Background: an optimization exercise with open tools, aiming at small area, a short achievable clock period and few clock cycles. Do not read the settings as production practice.
In this exercise RTL edits were held to simulation tests only and were not proved equivalent to the original.
No activity file was given, so power comes from the tool's default toggle rates.

==> flow/design.v, too long to show whole: its modules and the start of the top module <==
// module mul_cs: 754 lines
// module top2: 299 lines
module top2(
Clk, Reset, V0, V1, imem_addr, imem_rdata, dmem_addr, dmem_wdata, dmem_wstrb, dmem_rdata
    );
  // ...
==> flow/flow/run.sh <==
#!/bin/bash
set -euo pipefail
bash standard.sh SETUP_SLACK_MARGIN=7.5 TNS_END_PERCENT=100 \
  "CTS_ARGS=-sink_clustering_enable -repair_clock_nets -dont_use_dummy_load" \
  finish > standard_flow.log 2>&1
==> flow/standard.sh <==
#!/bin/bash
# synth_recipe.tcl (not shown) runs the flow's synth.tcl, then flattens the netlist and writes it again
# the make line also repeats each setting of config.mk as NAME=value (left out here)
make -C /OpenROAD-flow-scripts/flow DESIGN_CONFIG=/design/flow/config.mk WORK_HOME=/design/flow/orfs CLKGATE_MAP_FILE= SYNTH_SCRIPT=/design/flow/synth_recipe.tcl "${@:-finish}"
==> flow/config.mk <==
export PLATFORM = sky130hd
export DESIGN_NAME = top2
export DESIGN_NICKNAME = top2
export VERILOG_FILES = /design/flow/design.v
export SDC_FILE = /design/flow/constraint.sdc
export NUM_CORES = 4
export LEC_CHECK = 0
export CAP_MARGIN = 20
export CELL_PAD_IN_SITES_DETAIL_PLACEMENT = 1
export CORE_MARGIN = 2
export CORE_UTILIZATION = 40
export PLACE_DENSITY = 0.5
export SLEW_MARGIN = 20
==> flow/constraint.sdc <==
create_clock -name core_clock -period 12.0 [get_ports {Clk}]
set_input_delay 2.4000 -clock core_clock [delete_from_list [all_inputs] [get_ports {Clk}]]
set_output_delay 2.4000 -clock core_clock [all_outputs]
set_load 0.01 [all_outputs]
==> key figures, run 1 <==
Final layout
  – Area added between synthesis and finish: 20.51%
  – Share of cells above drive strength 1: 0.1902
  – FF+latch count: roughly 1.3k
  – Max reg flops: just under 1k
  – Most used cells in the layout excluding fill and tap cells: edfxtp_1 (1,071), a22oi_1 (985), buf_4 (417), nor2_1 (348), nand2_1 (347)

Synth
  – Adder-Cell Fraction of Synth Area: 0.07654
  – Register area share after synthesis: 0.4622
  – Synth Warn #: 1
  – Proportion of synthesized area in mux cells: 0.04006
  – Share of synthesized cell area in and, or, nand and nor gates: 0.09586
  – Area of the mapped netlist: between 80,000 and 90,000 µm²
  – Avg Inst Size Synth: approximately 11 µm²

Power
  – Power consumed by the clock network: slightly above 4 mW
  – Combinational group share of total power: 0.654

Die
  – Num ports: 230
  – Die extent in x: about 450 µm

Routing
  – Post-DR vias/cell: about 7.4
  – Vias after detailed routing: approximately 78k
  – Top routing layer in use: met5

Clock network
  – Clock tree from TritonCTS: done
  – Clock transition time at the flip-flop clock pins of the worst setup and hold paths: approximately 0.060 ns
  – Insertion delay to the later sink of the worst-skew pair: 0.85 ns

Setup path
  – Source of the worst register-to-register timing path: FwdRtX
  – Critical R2R Capture: ResultM[31]
  – Maximum net fanout on the critical path: 8

STA
  – Final period utilization: 0.3915
  – Worst slew pin tran: approximately 1.1 ns
  – Worst hold slack: 0.4762 ns
  – Clock Skews: around 0.10 ns
  – Number of failing setup endpoints in the final timing report: 0

Placed design
  – Number of port buffers: roughly 230
  – HPWL reported at the end of detailed placement: 287.8 mm

Outcome
  – Run status: timing/DRC/antenna clean
Testbench counts, summed over its fixed seeds: cycles 73,984.
==> module top2, before the edit <==
module top2(
Clk, Reset, V0, V1, imem_addr, imem_rdata, dmem_addr, dmem_wdata, dmem_wstrb, dmem_rdata
    );
    input Clk, Reset;
    output wire [31:0] V0, V1;
    output wire [31:0] imem_addr;
    input  wire [31:0] imem_rdata;
    output wire [31:0] dmem_addr;
    output wire [31:0] dmem_wdata;
    output wire [3:0]  dmem_wstrb;
    input  wire [31:0] dmem_rdata;
    reg [31:0] PC;
    reg [31:0] RAS;           
    reg        validX;
    reg [31:0] InstrX;
    reg [31:0] AltX;          
    reg        validM;
    reg        RegWriteM, LoadM, StoreM, MulM, MulPhaseM;
    reg [1:0]  MemTypeM;
    reg [4:0]  DestM;
    reg [31:0] ResultM;       
    reg [31:0] StoreDataM;    
    wire [31:0] wbdata;
    wire wb_en;
    reg [31:0] RF [1:31];
    wire [4:0] rsX = InstrX[25:21];
    wire [4:0] rtX = InstrX[20:16];
    reg [31:0] RSX, RTX;      
    assign V0 = RF[2];
    assign V1 = RF[3];
    wire [5:0] opX = InstrX[31:26];
    wire [5:0] fnX = InstrX[5:0];
    wire [15:0] immX = InstrX[15:0];
    wire [31:0] simmX = {{16{immX[15]}}, immX};
    wire rtypeX  = (opX == 6'h00);
    wire jrX     = rtypeX && (fnX == 6'h08);
    wire shiftX  = rtypeX && (fnX == 6'h00 || fnX == 6'h02);
    wire mulX    = (opX == 6'h1C);
    wire addiX   = (opX == 6'h08);
    wire andiX   = (opX == 6'h0C);
    wire oriX    = (opX == 6'h0D);
    wire xoriX   = (opX == 6'h0E);
    wire sltiX   = (opX == 6'h0A);
    wire loadX   = (opX == 6'h23) || (opX == 6'h21) || (opX == 6'h20);
    wire storeX  = (opX == 6'h2B) || (opX == 6'h29) || (opX == 6'h28);
    wire beqX    = (opX == 6'h04);
    wire bneX    = (opX == 6'h05);
    wire blezX   = (opX == 6'h06);
    wire bgtzX   = (opX == 6'h07);
    wire regimmX = (opX == 6'h01);
    wire branchX = beqX || bneX || blezX || bgtzX || regimmX;
    wire jalX    = (opX == 6'h03);
    wire itypeX  = addiX || andiX || oriX || xoriX || sltiX || loadX;
    wire use_rsX = (rtypeX && !shiftX) || mulX || itypeX || storeX || branchX;
    wire use_rtX = rtypeX || mulX || storeX || beqX || bneX;
    wire regwX = (rtypeX && !jrX) || mulX || itypeX || jalX;
    wire [4:0] destX = jalX ? 5'd31 : ((rtypeX || mulX) ? InstrX[15:11] : rtX);
    wire lateM   = validM && RegWriteM && (LoadM || MulM);
    wire mulholdM = validM && MulM && !MulPhaseM;
    reg HzX;
    wire stallX = mulholdM || (validX && HzX);
    reg FwdRsX, FwdRtX;
    wire [31:0] rsv = FwdRsX ? ResultM : RSX;
    wire [31:0] rtv = FwdRtX ? ResultM : RTX;
    reg BisRegX;    
    wire [31:0] bv = BisRegX ? rtv : simmX;
    wire [31:0] sum = rsv + bv;
    wire [31:0] dif = rsv - bv;
    wire slt = (rsv[31] != bv[31]) ? rsv[31] : dif[31];
    wire [4:0] shamt = InstrX[10:6];
    wire fn_known = (fnX == 6'h20) || (fnX == 6'h22) || (fnX == 6'h24) || (fnX == 6'h25) ||
                    (fnX == 6'h27) || (fnX == 6'h26) || (fnX == 6'h00) || (fnX == 6'h02);
    wire op_sum = addiX || loadX || storeX || (rtypeX && fnX == 6'h20);
    wire op_dif = rtypeX && (fnX == 6'h22);
    wire op_and = andiX || (rtypeX && fnX == 6'h24);
    wire op_or  = oriX  || (rtypeX && fnX == 6'h25);
    wire op_nor = rtypeX && (fnX == 6'h27);
    wire op_xor = xoriX || (rtypeX && fnX == 6'h26);
    wire op_sll = rtypeX && (fnX == 6'h00);
    wire op_srl = rtypeX && (fnX == 6'h02);
    wire op_slt = sltiX || (rtypeX && !fn_known);
    function [31:0] rev32(input [31:0] x);
        integer i;
        for (i = 0; i < 32; i = i + 1) rev32[i] = x[31 - i];
    endfunction
    wire [31:0] sh_in  = op_srl ? rtv : rev32(rtv);
    wire [31:0] sh_out = sh_in >> shamt;
    wire [31:0] sh_res = op_srl ? sh_out : rev32(sh_out);
    wire [31:0] aluX = ({32{op_sum}} & sum) |
                       ({32{op_dif}} & dif) |
                       ({32{op_and}} & (rsv & bv)) |
                       ({32{op_or}}  & (rsv | bv)) |
                       ({32{op_nor}} & ~(rsv | bv)) |
                       ({32{op_xor}} & (rsv ^ bv)) |
                       ({32{op_sll || op_srl}} & sh_res) |
                       ({32{op_slt}} & {31'd0, slt}) |
                       ({32{jalX}} & AltX);
    wire eq = (rsv == rtv);
    wire rs_zero = (rsv == 32'd0);
    reg taken;
    always @(*) begin
        case (opX)
            6'h04: taken = eq;
            6'h05: taken = !eq;
            6'h06: taken = rsv[31] || rs_zero;
            6'h07: taken = !rsv[31] && !rs_zero;
            default: taken = (rtX == 5'd1) ? !rsv[31] : rsv[31];   
        endcase
    end
    wire br_mis = branchX && (taken != immX[15]);
    wire jr_mis = jrX && (rsv != PC);
    wire redirect = validX && !stallX && (br_mis || jr_mis);
    wire [31:0] redirect_pc = jrX ? rsv : AltX;
    wire [5:0] opF = imem_rdata[31:26];
    wire jF   = (opF == 6'h02) || (opF == 6'h03);
    wire jalF = (opF == 6'h03);
    wire jrF  = (opF == 6'h00) && (imem_rdata[5:0] == 6'h08);
    wire brF  = (opF == 6'h01) || (opF == 6'h04) || (opF == 6'h05) ||
                (opF == 6'h06) || (opF == 6'h07);
    wire [31:0] pc4F = PC + 32'd4;
    wire [16:0] btloF = {1'b0, pc4F[17:2]} + {1'b0, imem_rdata[15:0]};
    wire [13:0] hi0F  = pc4F[31:18];
    wire [13:0] hip1F = pc4F[31:18] + 14'd1;
    wire [13:0] him1F = pc4F[31:18] - 14'd1;
    wire [13:0] bthiF = (btloF[16] && !imem_rdata[15]) ? hip1F :
                        ((!btloF[16] && imem_rdata[15]) ? him1F : hi0F);
    wire [31:0] btF = {bthiF, btloF[15:0], pc4F[1:0]};
    wire [31:0] jtF = {pc4F[31:28], imem_rdata[25:0], 2'b00};
    wire bwF = brF && imem_rdata[15];
    wire [31:0] predF = jF ? jtF : (jrF ? RAS : (bwF ? btF : pc4F));
    wire [31:0] altF  = (brF && !imem_rdata[15]) ? btF : pc4F;
    assign imem_addr = PC;
    wire [4:0] rsF = imem_rdata[25:21];
    wire [4:0] rtF = imem_rdata[20:16];
    reg [31:0] rfrs, rfrt;
    integer ri;
    always @(*) begin
        rfrs = 32'd0;
        rfrt = 32'd0;
        for (ri = 1; ri < 32; ri = ri + 1) begin
            rfrs = rfrs | ({32{rsF == ri}} & RF[ri]);
            rfrt = rfrt | ({32{rtF == ri}} & RF[ri]);
        end
    end
    wire bprsF = wb_en && (DestM == rsF);
    wire bprtF = wb_en && (DestM == rtF);
    wire [31:0] rdrsF = bprsF ? wbdata : rfrs;
    wire [31:0] rdrtF = bprtF ? wbdata : rfrt;
    wire fwd_nextX = validX && regwX && !loadX && !mulX && (destX != 5'd0);
    always @(posedge Clk) begin
        if (Reset || redirect) begin
            FwdRsX <= 1'b0;
            FwdRtX <= 1'b0;
        end
        else if (stallX) begin
            FwdRsX <= 1'b0;
            FwdRtX <= 1'b0;
        end
        else begin
            FwdRsX <= fwd_nextX && (destX == rsF);
            FwdRtX <= fwd_nextX && (destX == rtF);
        end
    end
    wire [5:0] fnF = imem_rdata[5:0];
    wire rtypeF = (opF == 6'h00);
    wire shiftF = rtypeF && (fnF == 6'h00 || fnF == 6'h02);
    wire mulF   = (opF == 6'h1C);
    wire itypeF = (opF == 6'h08) || (opF == 6'h0C) || (opF == 6'h0D) || (opF == 6'h0E) ||
                  (opF == 6'h0A) || (opF == 6'h23) || (opF == 6'h21) || (opF == 6'h20);
    wire storeF = (opF == 6'h2B) || (opF == 6'h29) || (opF == 6'h28);
    wire use_rsF = (rtypeF && !shiftF) || mulF || itypeF || storeF || brF;
    wire use_rtF = rtypeF || mulF || storeF || (opF == 6'h04) || (opF == 6'h05);
    wire late_nextX = validX && regwX && (loadX || mulX) && (destX != 5'd0);
    always @(posedge Clk) begin
        if (Reset || redirect)
            HzX <= 1'b0;
        else if (stallX)
            HzX <= mulholdM ? HzX : 1'b0;
        else
            HzX <= late_nextX && ((use_rsF && destX == rsF) || (use_rtF && destX == rtF));
    end
    always @(posedge Clk) begin
        if (stallX) begin
            if (wb_en && DestM == rsX) RSX <= wbdata;
            if (wb_en && DestM == rtX) RTX <= wbdata;
        end
        if (Reset) begin
            PC <= 32'd0;
            RAS <= 32'd0;
            validX <= 1'b0;
        end
        else if (redirect) begin
            PC <= redirect_pc;
            validX <= 1'b0;
        end
        else if (!stallX) begin
            PC <= predF;
            InstrX <= imem_rdata;
            BisRegX <= rtypeF || mulF;
            RSX <= rdrsF;
            RTX <= rdrtF;
            AltX <= altF;
            validX <= 1'b1;
            if (jalF) RAS <= pc4F;
        end
    end
    wire [31:0] mul_s, mul_c;
    wire [2:0] mul_x;
    reg [2:0] MulXM;      
    wire [32:0] bx = {rtv, 1'b0};
    wire [15:0] b_one, b_two, b_neg;
    genvar bk;
    generate
        for (bk = 0; bk < 16; bk = bk + 1) begin : booth_enc
            assign b_neg[bk] = bx[2*bk+2];
            assign b_one[bk] = bx[2*bk+1] ^ bx[2*bk];
            assign b_two[bk] = (bx[2*bk+2] & ~bx[2*bk+1] & ~bx[2*bk]) |
                               (~bx[2*bk+2] & bx[2*bk+1] & bx[2*bk]);
        end
    endgenerate
    reg [31:0] MulA, MulB;
    reg [15:0] MulN;
    mul_cs MUL(.a(MulA), .one(MulB[15:0]), .two(MulB[31:16]), .neg(MulN),
               .s(mul_s), .c(mul_c), .x(mul_x));
    always @(posedge Clk) begin
        if (Reset) begin
            validM <= 1'b0;
            MulPhaseM <= 1'b0;
        end
        else if (mulholdM) begin
            MulXM <= mul_x;
            MulPhaseM <= 1'b1;
        end
        else begin
            validM <= validX && !stallX;
            RegWriteM <= regwX;
            LoadM <= loadX;
            StoreM <= storeX;
            MulM <= mulX;
            MulPhaseM <= 1'b0;
            MemTypeM <= opX[1:0];
            DestM <= destX;
        end
    end
    always @(posedge Clk) begin
        ResultM <= aluX;
        StoreDataM <= rtv;
        MulA <= mulholdM ? mul_s : rsv;
        MulB <= mulholdM ? mul_c : {b_two, b_one};
        MulN <= b_neg;
    end
    assign dmem_addr = ResultM;
    reg [31:0] wdata;
    reg [3:0]  wstrb;
    always @(*) begin
        wdata = StoreDataM;
        wstrb = 4'b0000;
        if (MemTypeM == 2'b11)
            wstrb = 4'b1111;
        else if (MemTypeM == 2'b01) begin
            wdata = {2{StoreDataM[15:0]}};
            if (ResultM[1:0] == 2'b10) wstrb = 4'b0011;
            else if (ResultM[1:0] == 2'b00) wstrb = 4'b1100;
        end
        else begin
            wdata = {4{StoreDataM[7:0]}};
            case (ResultM[1:0])
                2'b11: wstrb = 4'b0001;
                2'b10: wstrb = 4'b0010;
                2'b01: wstrb = 4'b0100;
                default: wstrb = 4'b1000;
            endcase
        end
    end
    assign dmem_wdata = wdata;
    assign dmem_wstrb = (validM && StoreM) ? wstrb : 4'b0000;
    reg [31:0] loadv;
    always @(*) begin
        if (MemTypeM == 2'b11) loadv = dmem_rdata;
        else if (MemTypeM == 2'b01)
            loadv = (ResultM[1:0] == 2'b10) ? {{16{dmem_rdata[15]}}, dmem_rdata[15:0]}
                                            : {{16{dmem_rdata[31]}}, dmem_rdata[31:16]};
        else begin
            case (ResultM[1:0])
                2'b11: loadv = {{24{dmem_rdata[7]}},  dmem_rdata[7:0]};
                2'b10: loadv = {{24{dmem_rdata[15]}}, dmem_rdata[15:8]};
                2'b01: loadv = {{24{dmem_rdata[23]}}, dmem_rdata[23:16]};
                default: loadv = {{24{dmem_rdata[31]}}, dmem_rdata[31:24]};
            endcase
        end
    end
    wire [31:0] mulsum = MulA + MulB;
    wire [31:0] mulres = {mulsum[31] ^ (^MulXM), mulsum[30:0]};
    assign wbdata = LoadM ? loadv : (MulM ? mulres : ResultM);
    assign wb_en = validM && RegWriteM && !mulholdM && (DestM != 5'd0);
    always @(posedge Clk) begin
        if (wb_en) RF[DestM] <= wbdata;
    end
endmodule
==> run 2, diff against run 1 <==
--- a/flow/design.v
+++ b/flow/design.v
@@ -770,7 +770,7 @@
     reg [31:0] InstrX;
     reg [31:0] AltX;          
     reg        validM;
-    reg        RegWriteM, LoadM, StoreM, MulM, MulPhaseM;
+    reg        RegWriteM, LoadM, MulM, MulPhaseM;
     reg [1:0]  MemTypeM;
     reg [4:0]  DestM;
     reg [31:0] ResultM;       
@@ -819,8 +819,9 @@
     wire [31:0] rtv = FwdRtX ? ResultM : RTX;
     reg BisRegX;    
     wire [31:0] bv = BisRegX ? rtv : simmX;
-    wire [31:0] sum = rsv + bv;
-    wire [31:0] dif = rsv - bv;
+    wire [31:0] sum, dif;
+    ks_add32 ADD(.a(rsv), .b(bv),  .cin(1'b0), .s(sum));
+    ks_add32 SUB(.a(rsv), .b(~bv), .cin(1'b1), .s(dif));
     wire slt = (rsv[31] != bv[31]) ? rsv[31] : dif[31];
     wire [4:0] shamt = InstrX[10:6];
     wire fn_known = (fnX == 6'h20) || (fnX == 6'h22) || (fnX == 6'h24) || (fnX == 6'h25) ||
@@ -990,45 +991,49 @@
             validM <= validX && !stallX;
             RegWriteM <= regwX;
             LoadM <= loadX;
-            StoreM <= storeX;
             MulM <= mulX;
             MulPhaseM <= 1'b0;
             MemTypeM <= opX[1:0];
             DestM <= destX;
         end
     end
+    reg [31:0] sdataX;
+    reg [3:0]  sstrbX;
+    always @(*) begin
+        sdataX = rtv;
+        sstrbX = 4'b0000;
+        if (opX[1:0] == 2'b11)
+            sstrbX = 4'b1111;
+        else if (opX[1:0] == 2'b01) begin
+            sdataX = {2{rtv[15:0]}};
+            if (sum[1:0] == 2'b10) sstrbX = 4'b0011;
+            else if (sum[1:0] == 2'b00) sstrbX = 4'b1100;
+        end
+        else begin
+            sdataX = {4{rtv[7:0]}};
+            case (sum[1:0])
+                2'b11: sstrbX = 4'b0001;
+                2'b10: sstrbX = 4'b0010;
+                2'b01: sstrbX = 4'b0100;
+                default: sstrbX = 4'b1000;
+            endcase
+        end
+    end
+    reg [3:0] WstrbM;
+    always @(posedge Clk) begin
+        if (Reset || stallX || !validX || !storeX) WstrbM <= 4'b0000;
+        else WstrbM <= sstrbX;
+    end
     always @(posedge Clk) begin
         ResultM <= aluX;
-        StoreDataM <= rtv;
+        StoreDataM <= sdataX;
         MulA <= mulholdM ? mul_s : rsv;
         MulB <= mulholdM ? mul_c : {b_two, b_one};
         MulN <= b_neg;
     end
     assign dmem_addr = ResultM;
-    reg [31:0] wdata;
-    reg [3:0]  wstrb;
-    always @(*) begin
-        wdata = StoreDataM;
-        wstrb = 4'b0000;
-        if (MemTypeM == 2'b11)
-            wstrb = 4'b1111;
-        else if (MemTypeM == 2'b01) begin
-            wdata = {2{StoreDataM[15:0]}};
-            if (ResultM[1:0] == 2'b10) wstrb = 4'b0011;
-            else if (ResultM[1:0] == 2'b00) wstrb = 4'b1100;
-        end
-        else begin
-            wdata = {4{StoreDataM[7:0]}};
-            case (ResultM[1:0])
-                2'b11: wstrb = 4'b0001;
-                2'b10: wstrb = 4'b0010;
-                2'b01: wstrb = 4'b0100;
-                default: wstrb = 4'b1000;
-            endcase
-        end
-    end
-    assign dmem_wdata = wdata;
-    assign dmem_wstrb = (validM && StoreM) ? wstrb : 4'b0000;
+    assign dmem_wdata = StoreDataM;
+    assign dmem_wstrb = WstrbM;
     reg [31:0] loadv;
     always @(*) begin
         if (MemTypeM == 2'b11) loadv = dmem_rdata;
@@ -1052,3 +1057,24 @@
         if (wb_en) RF[DestM] <= wbdata;
     end
 endmodule
+module ks_add32(input [31:0] a, input [31:0] b, input cin, output [31:0] s);
+    wire [31:0] p0 = a ^ b;
+    wire [31:0] g0 = (a & b) | {31'd0, p0[0] & cin};
+    wire [31:0] g1, p1, g2, p2, g3, p3, g4, p4, g5, p5;
+    genvar i;
+    generate
+        for (i = 0; i < 32; i = i + 1) begin : pf
+            if (i >= 1)  begin assign g1[i] = g0[i] | (p0[i] & g0[i-1]);  assign p1[i] = p0[i] & p0[i-1];  end
+            else         begin assign g1[i] = g0[i];                      assign p1[i] = p0[i];            end
+            if (i >= 2)  begin assign g2[i] = g1[i] | (p1[i] & g1[i-2]);  assign p2[i] = p1[i] & p1[i-2];  end
+            else         begin assign g2[i] = g1[i];                      assign p2[i] = p1[i];            end
+            if (i >= 4)  begin assign g3[i] = g2[i] | (p2[i] & g2[i-4]);  assign p3[i] = p2[i] & p2[i-4];  end
+            else         begin assign g3[i] = g2[i];                      assign p3[i] = p2[i];            end
+            if (i >= 8)  begin assign g4[i] = g3[i] | (p3[i] & g3[i-8]);  assign p4[i] = p3[i] & p3[i-8];  end
+            else         begin assign g4[i] = g3[i];                      assign p4[i] = p3[i];            end
+            if (i >= 16) begin assign g5[i] = g4[i] | (p4[i] & g4[i-16]); assign p5[i] = p4[i] & p4[i-16]; end
+            else         begin assign g5[i] = g4[i];                      assign p5[i] = p4[i];            end
+        end
+    endgenerate
+    assign s = p0 ^ {g5[30:0], cin};
+endmodule
==> flow/flow/run.sh (replaced) <==
#!/bin/bash
set -euo pipefail
bash standard.sh SETUP_SLACK_MARGIN=7.5 TNS_END_PERCENT=100 \
  "CTS_ARGS=-sink_clustering_enable -repair_clock_nets -dont_use_dummy_load" \
  "CTS_BUF_LIST=sky130_fd_sc_hd__clkbuf_8" \
  finish > standard_flow.log 2>&1
==> run 2 against run 1 <==
  * Count of clock-buffer cells in the layout shrank 3
  * Global-route usage shrank 1.6 points
  * Largest cell class unchanged
  * Cell area shrank 1.4%
  * Non-clock buffer count shrank 42
  * Core utilization shrank 0.21 points
  * Sequential cell count grew 15
  * Synthesized cell count shrank 1.5%
==> key figures, run 2 <==
STA
  – RSZ-0062 raised after global routing: yes (unchanged)
  – Tmin final: 4.726 ns (was 4.698 ns)
  – Max-slew violation count: 0 (unchanged)
  – Slew Limit Headroom: 0.2058 (was 0.2401)
  – Maximum achievable frequency: 211.6 MHz (was 212.8 MHz)
  – Setup_tns: 0 ns (unchanged)
  – Final hold viol count: 0 (unchanged)
  – Number of failing setup endpoints in the final timing report: 0 (unchanged)
  – Clock Skews: 0.1123 ns (was 0.1016 ns)
  – Worst slew pin tran: 1.191 ns (was 1.140 ns)
  – Crit path setup slack, layout: 7.274 ns (was 7.302 ns)
  – Final period utilization: 0.3938 (was 0.3915)

Synth
  – Yosys top cell by area: edfxtp_1 (unchanged)
  – Prevailing post-synth register cell: edfxtp_1 (unchanged)
  – Area of the mapped netlist: 80,290 µm² (was 80,920 µm²)
  – Number of flip-flops and latches in the synthesized netlist: 1,348 (was 1,333)
  – Syn nets: 7,871 (was 7,984)
  – Register area share after synthesis: 0.4695 (was 0.4622)
  – Synth area leaders: edfxtp_1 (40%), dfxtp_1 (6.9%), a22oi_1 (6.2%) (was edfxtp_1 (40%), a22oi_1 (9.3%), dfxtp_1 (6.5%))
  – Post-synth cell types: 92 (was 105)
  – Most frequently used cell type in the post-synthesis netlist: edfxtp_1 (unchanged)
  – Synth Instances: 7,430 (was 7,543)
  – Yosys top cell area share: 0.4002 (was 0.3974)
  – Most frequent cells after synthesis: edfxtp_1 (1,070), a22oi_1 (662), nor2_1 (474), clkbuf_1 (472), nand2_1 (393) (was edfxtp_1 (1,071), a22oi_1 (1,002), nor2_1 (486), clkbuf_1 (480), inv_1 (359))
  – Async S/R FF share, synth: 0 (unchanged)
  – Synth Warn #: 1 (unchanged)
  – Count of flip-flops with a built-in enable after synthesis: 1,070 (was 1,071)
  – Avg Inst Size Synth: 10.81 µm² (was 10.73 µm²)

Global routing
  – Global-route met2 utilization: 0.6461 (was 0.6683)
  – Total global routing overflow: 0 (unchanged)
  – Maximum number of pins on one net before global-route repair: 66 (was 70)
  – Met3 Usage GRT: 0.1249 (was 0.1318)
  – Layer carrying the most global-route usage: met2 (unchanged)
  – Via count of the first global-routing pass: 75.16k (was 76.32k)
  – Total global-route track usage: 0.4312 (was 0.4476)
  – Met1 demand-to-capacity share in global routing: 0.5298 (was 0.5465)
  – Antenna violations before repair: 20 (was 28)
  – Global-route wire length before repair: 618.3 mm (was 640.4 mm)

Clock network
  – Root buf cell: clkbuf_16 (unchanged)
  – Num Clock Sinks: 1,348 (was 1,333)
  – Insertion delay to the later sink of the worst-skew pair: 0.85 ns (about the same)
  – Clock tree from TritonCTS: done (unchanged)
  – Number of buffers inserted during clock tree synthesis: 153 (was 156)
  – H-tree level count: 4 (unchanged)
  – Clock transition time at the flip-flop clock pins of the worst setup and hold paths: 0.06 ns (about the same)
  – Clock buffer depth: 3 (unchanged)

Die
  – Effective utilization at floorplan: 0.4021 (was 0.4012)
  – Standard-cell row count: 164 (was 165)
  – Area of the core: 199,700 µm² (was 201,700 µm²)
  – Chip height: 452.0 µm (was 453.8 µm)
  – Num ports: 230 (unchanged)
  – Overall die area: 204,300 µm² (was 205,900 µm²)
  – Die extent in x: 452.0 µm (was 453.8 µm)

Power
  – Net Sw Power: 14.41 mW (was 14.87 mW)
  – P_leak: 33.72 nW (was 34.35 nW)
  – Internal Dissipation: 15.90 mW (was 16.12 mW)
  – Net switching share of the total power: 0.4754 (was 0.4799)
  – Clock Power Share: 0.135 (was 0.134)
  – Largest voltage drop on the vdd net: 0.001295 V (was 0.001708 V)
  – Combinational group share of total power: 0.649 (was 0.654)
  – Seq pwr share: 0.216 (was 0.213)
  – Power per cell area: 315.3 nW/µm² (was 317.8 nW/µm²)

Placed design
  – HPWL reported at the end of detailed placement: 277.3 mm (was 287.8 mm)
  – Number of instances in the placed design: 10.01k (was 10.13k)
  – Placement-stage worst setup slack: 5.298 ns (was 5.460 ns)
  – Placer's final routability congestion estimate: 0.9808 (was 0.9761)
  – Number of port buffers: 229 (unchanged)

Final layout
  – Max reg flops: 992 (unchanged)
  – Share of cells above drive strength 1: 0.1754 (was 0.1902)
  – Most common library cell in the layout ignoring fill and taps: edfxtp_1 (unchanged)
  – Largest register by flop count: RF (unchanged)
  – Non-filler cells, final: 10.42k (was 10.59k)
  – Area added between synthesis and finish: 19.71% (was 20.51%)
  – Most used cells in the layout excluding fill and tap cells: edfxtp_1 (1,070), a22oi_1 (652), buf_4 (381), nand2_1 (375), inv_1 (353) (was edfxtp_1 (1,071), a22oi_1 (985), buf_4 (417), nor2_1 (348), nand2_1 (347))
  – Final nets: 8,192 (was 8,345)

Setup path
  – Largest delay share family, worst path: compound AO/OA/AOI/OAI gates (unchanged)
  – Total number of cells along the worst setup path: 15 (was 22)
  – Critical path class: in -> reg (was reg -> reg)
  – Peak per-stage delay on the critical path: 0.43 ns (was 0.50 ns)
  – Maximum net fanout on the critical path: 6 (was 8)
  – Startpoint of the worst setup timing path: imem_rdata[0] (was FwdRtX)
  – Worst Path Arrival: 5.45 ns (was 5.35 ns)
  – Source of the worst register-to-register timing path: FwdRsX (was FwdRtX)
  – Crit path required time: 12.73 ns (was 12.65 ns)
  – R2R cell count: 12 (was 22)
  – Capture point of the worst path: PC[28] (was ResultM[31])
  – Sequence of cells on the critical path: buf_8 > ha_4 > fa_2 > a211oi_2 > o211ai_1 > a221o_2 > o31ai_4 > buf_12 > o2111ai_4 > nor2_2 > o2bb2ai_4 > mux2i_1 > o21ai_0 > or3_1 > a21oi_2 (was buf_12 > buf_6 > nand2_1 > a21boi_4 > a21o_1 > buf_4 > ha_2 > o311a_4 > o221ai_4 > o211ai_1 > nand2_1 > a21bo_4 > a31oi_4 > a21oi_2 > o21ai_2 > o311ai_4 > fa_1 > nor2_1 > a221oi_1 > o21ai_1 > a221oi_2 > o2111ai_1)
  – Critical R2R Capture: FwdRsX (was ResultM[31])
  – Sort of element at the start of the critical path: input pin (was flip-flop)
  – Endpoint type of the worst setup path: flip-flop (unchanged)
  – WP buf/inv: 2 (was 3)
  – Highest-delay cell along the critical path: a221o_2 (was fa_1)
  – Reg-to-reg setup timing slack: 7.38 ns (was 7.30 ns)

Outcome
  – Run status: timing/DRC/antenna clean (unchanged)

Routing
  – Post-DR vias/cell: 7.369 (was 7.365)
  – Remaining design rule violation count: 0 (unchanged)
  – Vias after detailed routing: 76.76k (was 78.02k)
  – Routed len/inst: 43.92 µm (was 44.91 µm)
  – Starting DRC count in detailed routing: 13.58k (was 12.99k)
  – DRT antenna net count: 0 (unchanged)
  – Number of detailed-routing iterations run before antenna repair: 10 (was 11)
  – Post-Route WL: 457.5 mm (was 475.8 mm)

Run
  – Number of maximum-capacitance constraint violations: 0 (unchanged)

Hold path
  – Classification of the worst-slack hold path: reg -> reg (unchanged)
==> run 2: changes by cell type in the layout (fill, tap and decap cells not counted), moves of 30 or more <==
cell,delta
a221o_1,-73
nand3_1,-32
a22oi_1,-333
a22o_1,+148
a31oi_1,+35
a221oi_1,+253
clkdlybuf4s50_1,+30
buf_4,-36
a21oi_1,-41
==> run 2: power groups by stage <==
stage,Clock (mW),Sequential [mW],Combinational (mW)
final,4.08,6.54,19.7
after global routing,4.23,6.53,21.1
after CTS,4.08,6.48,18.7
after detailed placement,0,6.53,17.9
after global placement,0,6.53,17.6
after floorplan,0,6.17,10.6
==> run 2: cells by family after synthesis <==
family | after synthesis | share of synthesized area
AOI/OAI and AO/OA | 2435 | 0.2244
and+or+nand+nor | 1563 | 0.09131
DFF | 1348 | 0.4695
buffers and inverters | 984 | 0.04736
xor gates and xnor gates | 498 | 0.05433
adders and majority gates | 375 | 0.07714
muxes | 227 | 0.03595
==> run 2: layout make-up <==
class                           count  area (µm²)
Antenna cell                       11       27.53
Clock buffer                      153        3829
Timing Repair Buffer              766        7664
Fill cell                       20890      103500
Inverter                          376        1483
Multi-Input combinational cell   5100       41880
Timing Repair inverter              6       63.81
Sequential cell                  1348       37840
Tap cell                         2656        3323
==> run 2: worst register-to-register path, stage by stage (launching register included) <==
cell	delay, ns
dfxtp_4	0.40
bufbuf_16	0.32
nor2_2	0.58
a221oi_1	0.22
nor4_1	0.53
nand4_1	0.35
nor4_2	0.38
nor2_2	0.11
mux2i_2	0.19
or2_4	0.34
bufbuf_16	0.35
or4_4	0.58
nor2_2	0.19
==> run 2: per-stage QoR <==
stage          hold slack (ns)  instance area [µm²]    util  power, mW
2_1_floorplan           0.4244                80650       -      16.77
3_3_place_gp            0.4535                86970  0.4356      24.12
3_5_place_dp            0.4660                86990  0.4357      24.39
4_1_cts                 0.4735                94250  0.4721      29.22
5_1_grt                 0.4934                96090  0.4813      31.84
6_report                0.4731                96110  0.4814      30.30
==> run 2: routing by layer <==
metal / up-vias / part of all wire
li1: 29380 / -
met1: 38430 / 0.35
met2: 6724 / 0.43
met3: 2205 / 0.13
met4: 22 / 0.095
met5: - / 0.00033
==> run 2: how the worst min path moves through the flow <==
stage / startpoint / end / slack, ns / depth (start not counted)
floorplan: InstrX[26] / MemTypeM[0] / 0.42 / 0
global placement: RAS[0] / RAS[0] / 0.45 / 2
detailed placement: RAS[3] / RAS[3] / 0.47 / 2
CTS: RAS[3] / RAS[3] / 0.47 / 2
global route: RAS[1] / RAS[1] / 0.49 / 2
finish: RAS[3] / RAS[3] / 0.47 / 2
==> run 2: what timing repair did <==
action | CTS | global route
pin swaps | 75 | 97
setup endpoints to repair | 516 | 246
hold endpoints to repair | 0 | 0
hold buffers | 0 | 0
gates resized for setup | 508 | 306
buffers inserted | 131 | 83
gates cloned | 22 | 6
Testbench counts of run 2, summed over its fixed seeds: cycles 73,984.
==> run 3, diff against run 2 <==
--- a/flow/design.v
+++ b/flow/design.v
@@ -874,7 +874,9 @@
     wire brF  = (opF == 6'h01) || (opF == 6'h04) || (opF == 6'h05) ||
                 (opF == 6'h06) || (opF == 6'h07);
     wire [31:0] pc4F = PC + 32'd4;
-    wire [16:0] btloF = {1'b0, pc4F[17:2]} + {1'b0, imem_rdata[15:0]};
+    wire [31:0] btlo32F;
+    ks_add32 BTADD(.a({16'd0, pc4F[17:2]}), .b({16'd0, imem_rdata[15:0]}), .cin(1'b0), .s(btlo32F));
+    wire [16:0] btloF = btlo32F[16:0];
     wire [13:0] hi0F  = pc4F[31:18];
     wire [13:0] hip1F = pc4F[31:18] + 14'd1;
     wire [13:0] him1F = pc4F[31:18] - 14'd1;
@@ -883,7 +885,9 @@
     wire [31:0] btF = {bthiF, btloF[15:0], pc4F[1:0]};
     wire [31:0] jtF = {pc4F[31:28], imem_rdata[25:0], 2'b00};
     wire bwF = brF && imem_rdata[15];
-    wire [31:0] predF = jF ? jtF : (jrF ? RAS : (bwF ? btF : pc4F));
+    wire [31:0] pc_otherF = redirect ? redirect_pc : (jF ? jtF : (jrF ? RAS : pc4F));
+    wire take_btF = !redirect && bwF;
+    wire [31:0] pc_nextF = take_btF ? btF : pc_otherF;
     wire [31:0] altF  = (brF && !imem_rdata[15]) ? btF : pc4F;
     assign imem_addr = PC;
     wire [4:0] rsF = imem_rdata[25:21];
@@ -946,11 +950,11 @@
             validX <= 1'b0;
         end
         else if (redirect) begin
-            PC <= redirect_pc;
+            PC <= pc_nextF;
             validX <= 1'b0;
         end
         else if (!stallX) begin
-            PC <= predF;
+            PC <= pc_nextF;
             InstrX <= imem_rdata;
             BisRegX <= rtypeF || mulF;
             RSX <= rdrsF;
==> run 3 against run 2 <==
  * Synthesized area decreased by 0.34%
  * Sequential power decreased by 0.9%
  * Via count decreased by 1.0%
  * Clock power decreased by 1%
  * Cell area decreased by 0.20%
  * Synthesized cell count decreased by 0.54%
  * Core utilization about the same
  * Register-to-register slack got worse by 0.22 ns
  * Power decreased by 2.5%
==> key figures, run 3 <==
Final layout
  – Share of cells above drive strength 1: 0.1747 (was 0.1754)
  – Final nets: 8,167 (was 8,192)
  – Most used cells in the layout excluding fill and tap cells: edfxtp_1 (1,070), a22oi_1 (630), nor2_1 (418), buf_4 (394), inv_1 (340) (was edfxtp_1 (1,070), a22oi_1 (652), buf_4 (381), nand2_1 (375), inv_1 (353))
  – Post-Layout Inst Area: 95,920 µm² (was 96,110 µm²)
  – Non-filler cells, final: 10.39k (was 10.42k)
  – Most common library cell in the layout ignoring fill and taps: edfxtp_1 (unchanged)
  – Area added between synthesis and finish: 19.88% (was 19.71%)
  – Largest register by flop count: RF (unchanged)
  – Final cell utilization of the core: 0.4814 (about the same)
  – Max reg flops: 992 (unchanged)
  – Fillcell total: 20.77k (was 20.89k)

STA
  – Clock Skews: 0.09200 ns (was 0.1123 ns)
  – Maximum achievable frequency: 202.5 MHz (was 211.6 MHz)
  – Max-slew violation count: 0 (unchanged)
  – Tmin final: 4.938 ns (was 4.726 ns)
  – Worst slew pin tran: 1.218 ns (was 1.191 ns)
  – Slew Limit Headroom: 0.1852 (was 0.2058)
  – RSZ-0062 raised after global routing: yes (unchanged)
  – Crit path setup slack, layout: 7.062 ns (was 7.274 ns)
  – Setup_tns: 0 ns (unchanged)
  – Final period utilization: 0.4115 (was 0.3938)
  – Final hold viol count: 0 (unchanged)
  – Worst hold slack: 0.5018 ns (was 0.4731 ns)
  – Number of failing setup endpoints in the final timing report: 0 (unchanged)

Synth
  – Syn nets: 7,831 (was 7,871)
  – Yosys top cell area share: 0.4016 (was 0.4002)
  – Most frequent cells after synthesis: edfxtp_1 (1,070), a22oi_1 (643), nor2_1 (537), clkbuf_1 (477), a21oi_1 (375) (was edfxtp_1 (1,070), a22oi_1 (662), nor2_1 (474), clkbuf_1 (472), nand2_1 (393))
  – Synth Instances: 7,390 (was 7,430)
  – Count of flip-flops with a built-in enable after synthesis: 1,070 (unchanged)
  – Yosys top cell by area: edfxtp_1 (unchanged)
  – Synth Warn #: 1 (unchanged)
  – Area of the mapped netlist: 80,020 µm² (was 80,290 µm²)
  – Async S/R FF share, synth: 0 (unchanged)
  – Prevailing post-synth register cell: edfxtp_1 (unchanged)
  – Avg Inst Size Synth: 10.83 µm² (was 10.81 µm²)
  – Most frequently used cell type in the post-synthesis netlist: edfxtp_1 (unchanged)
  – Register area share after synthesis: 0.4711 (was 0.4695)
  – Post-synth cell types: 90 (was 92)
  – Synth area leaders: edfxtp_1 (40%), dfxtp_1 (7.0%), a22oi_1 (6.0%) (was edfxtp_1 (40%), dfxtp_1 (6.9%), a22oi_1 (6.2%))
  – Number of flip-flops and latches in the synthesized netlist: 1,348 (unchanged)

Routing
  – Routed len/inst: 43.56 µm (was 43.92 µm)
  – Post-Route WL: 452.7 mm (was 457.5 mm)
  – Post-DR vias/cell: 7.312 (was 7.369)
  – Starting DRC count in detailed routing: 12.86k (was 13.58k)
  – Remaining design rule violation count: 0 (unchanged)
  – DRT antenna net count: 0 (unchanged)
  – Vias after detailed routing: 75.99k (was 76.76k)
  – Number of detailed-routing iterations run before antenna repair: 10 (unchanged)

Setup path
  – Startpoint of the worst setup timing path: imem_rdata[0] (unchanged)
  – Endpoint type of the worst setup path: flip-flop (unchanged)
  – Capture point of the worst path: PC[21] (was PC[28])
  – Reg-to-reg setup timing slack: 7.16 ns (was 7.38 ns)
  – Sort of element at the start of the critical path: input pin (unchanged)
  – Maximum net fanout on the critical path: 3 (was 6)
  – Critical R2R Capture: ResultM[31] (was FwdRsX)
  – Critical path class: in -> reg (unchanged)
  – R2R cell count: 22 (was 12)
  – Worst Path Arrival: 5.58 ns (was 5.45 ns)
  – Source of the worst register-to-register timing path: FwdRtX (was FwdRsX)
  – Crit path required time: 12.64 ns (was 12.73 ns)

Clock network
  – Clock tree from TritonCTS: done (unchanged)
  – Num Clock Sinks: 1,348 (unchanged)
  – Number of buffers inserted during clock tree synthesis: 151 (was 153)
  – Insertion delay to the later sink of the worst-skew pair: 0.85 ns (about the same)
  – Clock transition time at the flip-flop clock pins of the worst setup and hold paths: 0.06 ns (about the same)
  – Clock buffer depth: 3 (unchanged)
  – H-tree level count: 4 (unchanged)
  – Root buf cell: clkbuf_16 (unchanged)

Power
  – P_leak: 33.91 nW (was 33.72 nW)
  – Power per cell area: 308.0 nW/µm² (was 315.3 nW/µm²)
  – Largest voltage drop on the vdd net: 0.001175 V (was 0.001295 V)
  – Post-layout total power: 29.55 mW (was 30.30 mW)

Die
  – Num ports: 230 (unchanged)
  – Area of the core: 199,200 µm² (was 199,700 µm²)
  – Standard-cell row count: 164 (unchanged)
  – Chip height: 451.3 µm (was 452.0 µm)
  – Overall die area: 203,600 µm² (was 204,300 µm²)
  – Effective utilization at floorplan: 0.4016 (was 0.4021)
  – Die extent in x: 451.3 µm (was 452.0 µm)

Placed design
  – Number of port buffers: 229 (unchanged)
  – Cell area after placement: 86,940 µm² (was 86,990 µm²)
  – HPWL reported at the end of detailed placement: 274.4 mm (was 277.3 mm)
  – Number of instances in the placed design: 9,975 (was 10.01k)
  – Placement-stage worst setup slack: 5.243 ns (was 5.298 ns)
  – Placer's final routability congestion estimate: 0.9737 (was 0.9808)

Global routing
  – Maximum number of pins on one net before global-route repair: 67 (was 66)
  – Via count of the first global-routing pass: 74.88k (was 75.16k)
  – Antenna violations before repair: 27 (was 20)
  – Global-route wire length before repair: 614.2 mm (was 618.3 mm)
  – Total global routing overflow: 0 (unchanged)
  – Total global-route track usage: 0.4293 (was 0.4312)

Hold path
  – Origin of the worst min-delay path: RAS[17] (was RAS[3])
  – Classification of the worst-slack hold path: reg -> reg (unchanged)

Run
  – Number of maximum-capacitance constraint violations: 0 (unchanged)

Outcome
  – Run status: timing/DRC/antenna clean (unchanged)
-- run 3: changes by cell type after synthesis, moves of 16 or more --
cell / previous run / this run
a21oi_1: 283 / 375
nor2_1: 474 / 537
nand2_1: 393 / 336
o21ai_0: 271 / 231
a31oi_1: 71 / 33
nand3_1: 164 / 130
nor3_1: 142 / 122
a22oi_1: 662 / 643
a221oi_1: 310 / 294
-- run 3: worst max-delay path: stages --
cell	delay, ns
buf_8	0.10
ha_4	0.15
fa_2	0.37
a211oi_4	0.28
o21ai_2	0.14
a221oi_4	0.37
o21ai_4	0.12
buf_6	0.14
a31oi_4	0.22
buf_6	0.13
buf_6	0.10
nor3_1	0.05
a31oi_1	0.25
xnor2_1	0.13
nor2_1	0.17
a21oi_2	0.08
a221o_1	0.34
-- run 3: repair_timing --
action,CTS,global route
setup endpoints to repair,490,351
buffers inserted,155,71
gates resized for setup,483,244
cloned,22,6
pin swaps,94,91
hold buffers,0,0
-- run 3: routing by layer --
| metal | wire length (µm) | global-route usage |
|---|---|---|
| met1 | 160000 | 0.5203 |
| met4 | 42640 | 0.3082 |
| met3 | 56860 | 0.1333 |
| met5 | 301 | 0.001894 |
| met2 | 192900 | 0.6461 |
-- run 3: cell families after synthesis --
logic type                 count (synthesis)  share of synthesized area
xor gates and xnor gates                 507                    0.05550
muxes                                    220                    0.03446
AOI/OAI and AO/OA                       2444                     0.2252
adders and majority gates                375                    0.07740
DFF                                     1348                     0.4711
buffers and inverters                    971                    0.04691
and+or+nand+nor                         1525                    0.08946
-- run 3: area by class of cell --
type / count / area, µm² / share of cell area
Sequential cell: 1348 / 37840 / 0.3945
Tap cell: 2656 / 3323 / 0.03464
Timing Repair inverter: 3 / 26.28 / 0.0002739
Antenna cell: 12 / 30.03 / 0.0003130
Inverter: 367 / 1436 / 0.01497
Timing Repair Buffer: 782 / 7904 / 0.08240
Clock buffer: 151 / 3779 / 0.03939
Multi-Input combinational cell: 5073 / 41590 / 0.4335
-- run 3: worst min-delay path by stage --
stage / to / cells after the start
floorplan: RAS[0] / 2
global placement: RAS[5] / 2
detailed placement: RAS[17] / 2
CTS: RAS[2] / 2
global route: RAS[31] / 2
finish: RAS[17] / 2
-- run 3: power by group --
part / total, mW / leakage (nW) / switching [mW] / internal [mW]
Sequential: 6.48 / 12.1 / 0.661 / 5.82
Combinational: 19.0 / 20.0 / 11.4 / 7.66
Clock: 4.03 / 1.86 / 1.84 / 2.19
Testbench counts of run 3, summed over its fixed seeds: cycles 73,984.
==> run 4, diff against run 3 <==
==> flow/flow/run.sh (replaced) <==
#!/bin/bash
set -euo pipefail
bash standard.sh SETUP_SLACK_MARGIN=7.5 TNS_END_PERCENT=10 \
  "CTS_ARGS=-sink_clustering_enable -repair_clock_nets -dont_use_dummy_load" \
  "CTS_BUF_LIST=sky130_fd_sc_hd__clkbuf_8" \
  finish > standard_flow.log 2>&1
==> run 4 against run 3 <==
  * Final cell count is essentially flat
  * Power grew 0.12%
  * Core utilization shrank 0.47 points
  * Hold slack lost 0.0083 ns
  * Wire length grew 0.10%
  * Synthesized cell count is the same
  * Via count shrank 0.20%
  * Die area is the same
==> key figures, run 4 <==
Outcome
  – Run status: timing/DRC/antenna clean (unchanged)

Synth
  – Syn nets: 7,831 (unchanged)
  – Most frequently used cell type in the post-synthesis netlist: edfxtp_1 (unchanged)
  – Synth Warn #: 1 (unchanged)
  – Largest family of logic cells by synthesized area: compound AO/OA/AOI/OAI gates (unchanged)
  – Adder-Cell Fraction of Synth Area: 0.07740 (unchanged)
  – Prevailing post-synth register cell: edfxtp_1 (unchanged)
  – Synth area leaders: edfxtp_1 (40%), dfxtp_1 (7.0%), a22oi_1 (6.0%) (unchanged)
  – Proportion of synthesized area in mux cells: 0.03446 (unchanged)
  – Avg Inst Size Synth: 10.83 µm² (unchanged)
  – Most frequent cells after synthesis: edfxtp_1 (1,070), a22oi_1 (643), nor2_1 (537), clkbuf_1 (477), a21oi_1 (375) (unchanged)
  – Synth Instances: 7,390 (unchanged)
  – Share of the synthesized area in compound gates (AO/OA/AOI/OAI): 0.2252 (unchanged)
  – Yosys top cell area share: 0.4016 (unchanged)
  – Async S/R FF share, synth: 0 (unchanged)
  – Number of flip-flops and latches in the synthesized netlist: 1,348 (unchanged)
  – Synth Area in XOR/XNOR: 0.05550 (unchanged)
  – Count of flip-flops with a built-in enable after synthesis: 1,070 (unchanged)
  – Area of the mapped netlist: 80,020 µm² (unchanged)
  – Yosys top cell by area: edfxtp_1 (unchanged)
  – Share of synthesized cell area in and, or, nand and nor gates: 0.08946 (unchanged)
  – Post-synth cell types: 90 (unchanged)
  – Register area share after synthesis: 0.4711 (unchanged)

Placed design
  – Cell area after placement: 86,980 µm² (was 86,940 µm²)
  – Number of port buffers: 229 (unchanged)
  – Placer's final routability congestion estimate: 0.9750 (was 0.9737)
  – Number of instances in the placed design: 9,991 (was 9,975)
  – HPWL reported at the end of detailed placement: 277.3 mm (was 274.4 mm)

Power
  – Internal Dissipation: 15.64 mW (was 15.67 mW)
  – Clock Power Share: 0.136 (was 0.137)
  – Post-layout total power: 29.58 mW (was 29.55 mW)
  – Net Sw Power: 13.94 mW (was 13.88 mW)
  – P_leak: 33.57 nW (was 33.91 nW)
  – Combinational group share of total power: 0.646 (was 0.644)
  – Largest voltage drop on the vdd net: 0.001197 V (was 0.001175 V)
  – Seq pwr share: 0.218 (was 0.219)
  – Power per cell area: 311.4 nW/µm² (was 308.0 nW/µm²)
  – Net switching share of the total power: 0.4714 (was 0.4697)

Setup path
  – Sequence of cells on the critical path: buf_8 > ha_4 > fa_2 > a211oi_4 > o21ai_2 > a221oi_2 > o21ai_2 > buf_4 > buf_6 > a31oi_4 > nor2_4 > or3_4 > a21oi_4 > nand2_1 > xnor2_1 (was buf_8 > ha_4 > fa_2 > a211oi_4 > o21ai_2 > a221oi_4 > o21ai_4 > buf_6 > a31oi_4 > buf_6 > buf_6 > nor3_1 > a31oi_1 > xnor2_1 > nor2_1 > a21oi_2 > a221o_1)
  – Endpoint type of the worst setup path: flip-flop (unchanged)
  – Critical path class: in -> reg (unchanged)
  – Sort of element at the start of the critical path: input pin (unchanged)
  – Worst Path Arrival: 5.40 ns (was 5.58 ns)
  – Source of the worst register-to-register timing path: ResultM[3] (was FwdRtX)
  – Largest delay share family, worst path: compound AO/OA/AOI/OAI gates (unchanged)
  – Maximum net fanout on the critical path: 6 (was 3)
  – R2R cell count: 19 (was 22)
  – Most Frequent Cell on Critical Path: o21ai_2 (was buf_6)
  – Reg-to-reg setup timing slack: 7.13 ns (was 7.16 ns)
  – Peak per-stage delay on the critical path: 0.41 ns (was 0.37 ns)
  – WP buf/inv: 3 (was 4)
  – Highest-delay cell along the critical path: or3_4 (was fa_2)
  – Crit path required time: 12.50 ns (was 12.64 ns)
  – Critical R2R Capture: ResultM[31] (unchanged)

Clock network
  – Clock buffer depth: 3 (unchanged)
  – H-tree level count: 4 (unchanged)
  – Insertion delay to the later sink of the worst-skew pair: 0.87 ns (was 0.85 ns)
  – Count of hold-fix buffers inserted at cts: 0 (unchanged)
  – Clock transition time at the flip-flop clock pins of the worst setup and hold paths: 0.06 ns (about the same)
  – Clock tree from TritonCTS: done (unchanged)
  – Root buf cell: clkbuf_16 (unchanged)
  – Num Clock Sinks: 1,348 (unchanged)
  – Number of buffers inserted during clock tree synthesis: 151 (unchanged)

STA
  – Worst hold slack: 0.4935 ns (was 0.5018 ns)
  – Max-slew violation count: 0 (unchanged)
  – Final hold viol count: 0 (unchanged)
  – Maximum achievable frequency: 204.0 MHz (was 202.5 MHz)
  – Number of failing setup endpoints in the final timing report: 0 (unchanged)
  – Worst slew pin tran: 1.228 ns (was 1.218 ns)
  – Slew Limit Headroom: 0.1782 (was 0.1852)
  – Setup_tns: 0 ns (unchanged)
  – Final period utilization: 0.4084 (was 0.4115)
  – Clock Skews: 0.1181 ns (was 0.09200 ns)
  – RSZ-0062 raised after global routing: yes (unchanged)
  – Tmin final: 4.901 ns (was 4.938 ns)

Final layout
  – Largest register by flop count: RF (unchanged)
  – Area added between synthesis and finish: 18.70% (was 19.88%)
  – Final nets: 8,158 (was 8,167)
  – Share of cells above drive strength 1: 0.1611 (was 0.1747)
  – Post-Layout Inst Area: 94,980 µm² (was 95,920 µm²)
  – Max reg flops: 992 (unchanged)
  – Non-filler cells, final: 10.39k (about the same)
  – Most common library cell in the layout ignoring fill and taps: edfxtp_1 (unchanged)
  – Most used cells in the layout excluding fill and tap cells: edfxtp_1 (1,070), a22oi_1 (631), buf_4 (428), nor2_1 (425), a21oi_1 (349) (was edfxtp_1 (1,070), a22oi_1 (630), nor2_1 (418), buf_4 (394), inv_1 (340))

Hold path
  – Number of instances on the worst hold path: 2 (unchanged)
  – Endpoint of the worst hold-timing path: RAS[0] (was RAS[17])
  – Classification of the worst-slack hold path: reg -> reg (unchanged)
  – Origin of the worst min-delay path: RAS[0] (was RAS[17])

Routing
  – Vias after detailed routing: 75.83k (was 75.99k)
  – Top routing layer in use: met5 (unchanged)
  – Routed met1 length: 159.9 mm (was 160.0 mm)
  – Remaining design rule violation count: 0 (unchanged)
  – Starting DRC count in detailed routing: 11.59k (was 12.86k)
  – Post-Route WL: 453.2 mm (was 452.7 mm)
  – Routed len/inst: 43.63 µm (was 43.56 µm)
  – Sum of met2 wire segment lengths after detailed routing: 193.0 mm (was 192.9 mm)
  – DRT antenna net count: 0 (unchanged)
  – Post-DR vias/cell: 7.301 (was 7.312)
  – Metal3 WL: 58.00 mm (was 56.86 mm)
  – Number of detailed-routing iterations run before antenna repair: 15 (was 10)

Die
  – Standard-cell row count: 164 (unchanged)
  – Overall die area: 203,600 µm² (unchanged)
  – Die extent in x: 451.3 µm (unchanged)
  – Chip height: 451.3 µm (unchanged)
  – Area of the core: 199,200 µm² (unchanged)
  – Effective utilization at floorplan: 0.4016 (unchanged)
  – Num ports: 230 (unchanged)

Run
  – Number of maximum-capacitance constraint violations: 0 (unchanged)

Global routing
  – Maximum number of pins on one net before global-route repair: 67 (unchanged)
  – Total global routing overflow: 0 (unchanged)
  – Total global-route track usage: 0.4245 (was 0.4293)
  – Antenna violations before repair: 15 (was 27)
  – Via count of the first global-routing pass: 73.83k (was 74.88k)
  – Global-route wire length before repair: 606.5 mm (was 614.2 mm)
-- run 4: cell counts after synthesis --
Identical to the previous run, type by type.
-- run 4: final cells by class --
type                            count  area (µm²)
Tap cell                         2656        3323
Multi-Input combinational cell   5074       41090
Inverter                          367        1434
Timing Repair Buffer              773        7473
Sequential cell                  1348       37820
Timing Repair inverter              2       20.02
Clock buffer                      151        3779
Fill cell                       20920      104300
Antenna cell                       16       40.04
-- run 4: stage by stage --
stage	utilization	setup WS, ns
6_report	0.4767	7.099
3_3_place_gp	0.4365	5.365
5_1_grt	0.4765	7.001
3_5_place_dp	0.4365	5.350
4_1_cts	0.4632	7.178
2_1_floorplan	-	6.849
-- run 4: worst max-delay path by stage --
| stage | to | slack (ns) | from | cells after the start |
|---|---|---|---|---|
| after floorplan | PC[29] | 6.85 | imem_rdata[0] | 12 |
| after global placement | RTX[28] | 5.37 | imem_rdata[16] | 12 |
| after detailed placement | RTX[28] | 5.35 | imem_rdata[16] | 12 |
| after CTS | PC[27] | 7.18 | imem_rdata[0] | 15 |
| after global routing | ResultM[31] | 7.00 | BisRegX | 22 |
| final | AltX[30] | 7.10 | imem_rdata[0] | 15 |
-- run 4: what timing repair did --
item	CTS	global route
setup endpoints to repair	416	492
setup buffers	77	125
cloned	7	18
pin swaps	56	97
resized for setup	225	370
-- run 4: power by group through the flow --
stage          Sequential [mW]  Clock [mW]  Combinational (mW)
2_1_floorplan             6.13           0                10.4
3_3_place_gp              6.44           0                17.2
3_5_place_dp              6.45           0                17.5
4_1_cts                   6.36        4.03                17.8
5_1_grt                   6.44        4.18                20.6
6_report                  6.45        4.02                19.1
-- run 4: routing by layer --
layer  global-route usage  up-vias
met1               0.5186    37970
met3               0.1342     2193
met4               0.2963       16
met5             0.001657        -
li1                     -    29110
met2               0.6362     6546
-- run 4: cells by family (layout without fill, tap and decap cells) --
group | Yosys count | after routing
AOI/OAI and AO/OA | 2444 | 2444
xor gates and xnor gates | 507 | 507
adders and majority gates | 375 | 375
buffers and inverters | 971 | 1293
DFF | 1348 | 1348
muxes | 220 | 220
other | 0 | 16
and+or+nand+nor | 1525 | 1528
-- run 4: worst reg2reg max path, stage by stage (launching register included) --
cell	delay [ns]
dfxtp_2	0.56
mux2i_1	0.14
buf_4	0.20
a21o_2	0.30
ha_1	0.45
o21ba_4	0.26
o21a_4	0.24
nor3_4	0.21
o2111ai_4	0.18
a21o_1	0.26
o31ai_4	0.28
a21oi_2	0.10
nor2_2	0.11
nor2_1	0.06
fa_1	0.51
o21ai_2	0.06
a221oi_2	0.20
nand2_1	0.08
a211o_1	0.23
or3_1	0.31

-- static timing again, ports no longer ideal --
The results above use ideal ports. As a check the final layouts listed here were re-extracted and re-timed, cells and wires unchanged.
Step 1 (the two cells are an assumption about what drives the block):
set clk [get_ports {Clk}]
set_driving_cell -lib_cell sky130_fd_sc_hd__clkbuf_16 $clk
set_driving_cell -lib_cell sky130_fd_sc_hd__buf_2 [delete_from_list [all_inputs] $clk]
Step 2 moves the port delays by t, midway between the first and last clock arrival at a register: inputs arrive t later, outputs are due t later. That takes back most of the time a late clock gives input paths.
Slacks: ideal / step 1 / step 2; pairs: ideal / step 1.
run | shift t [ns] | setup WS [ns] | clock arrival spread, ns | worst slew at a driven data input, ns
run 1 | 0.898 | 7.302 / 7.255 / 6.604 | 0.101 / 0.102 | 0.06
run 2 | 0.883 | 7.274 / 7.286 / 6.403 | 0.118 / 0.118 | 0.33
run 3 | 0.888 | 7.062 / 7.111 / 6.223 | 0.096 / 0.096 | 0.05
run 4 | 0.897 | 7.099 / 7.134 / 6.253 | 0.122 / 0.123 | 0.05
After both steps setup and hold are still met in every run listed. For run 2, which loses most, drivers alone change the setup slack by +0.012 ns; drivers and shift together by -0.871 ns.
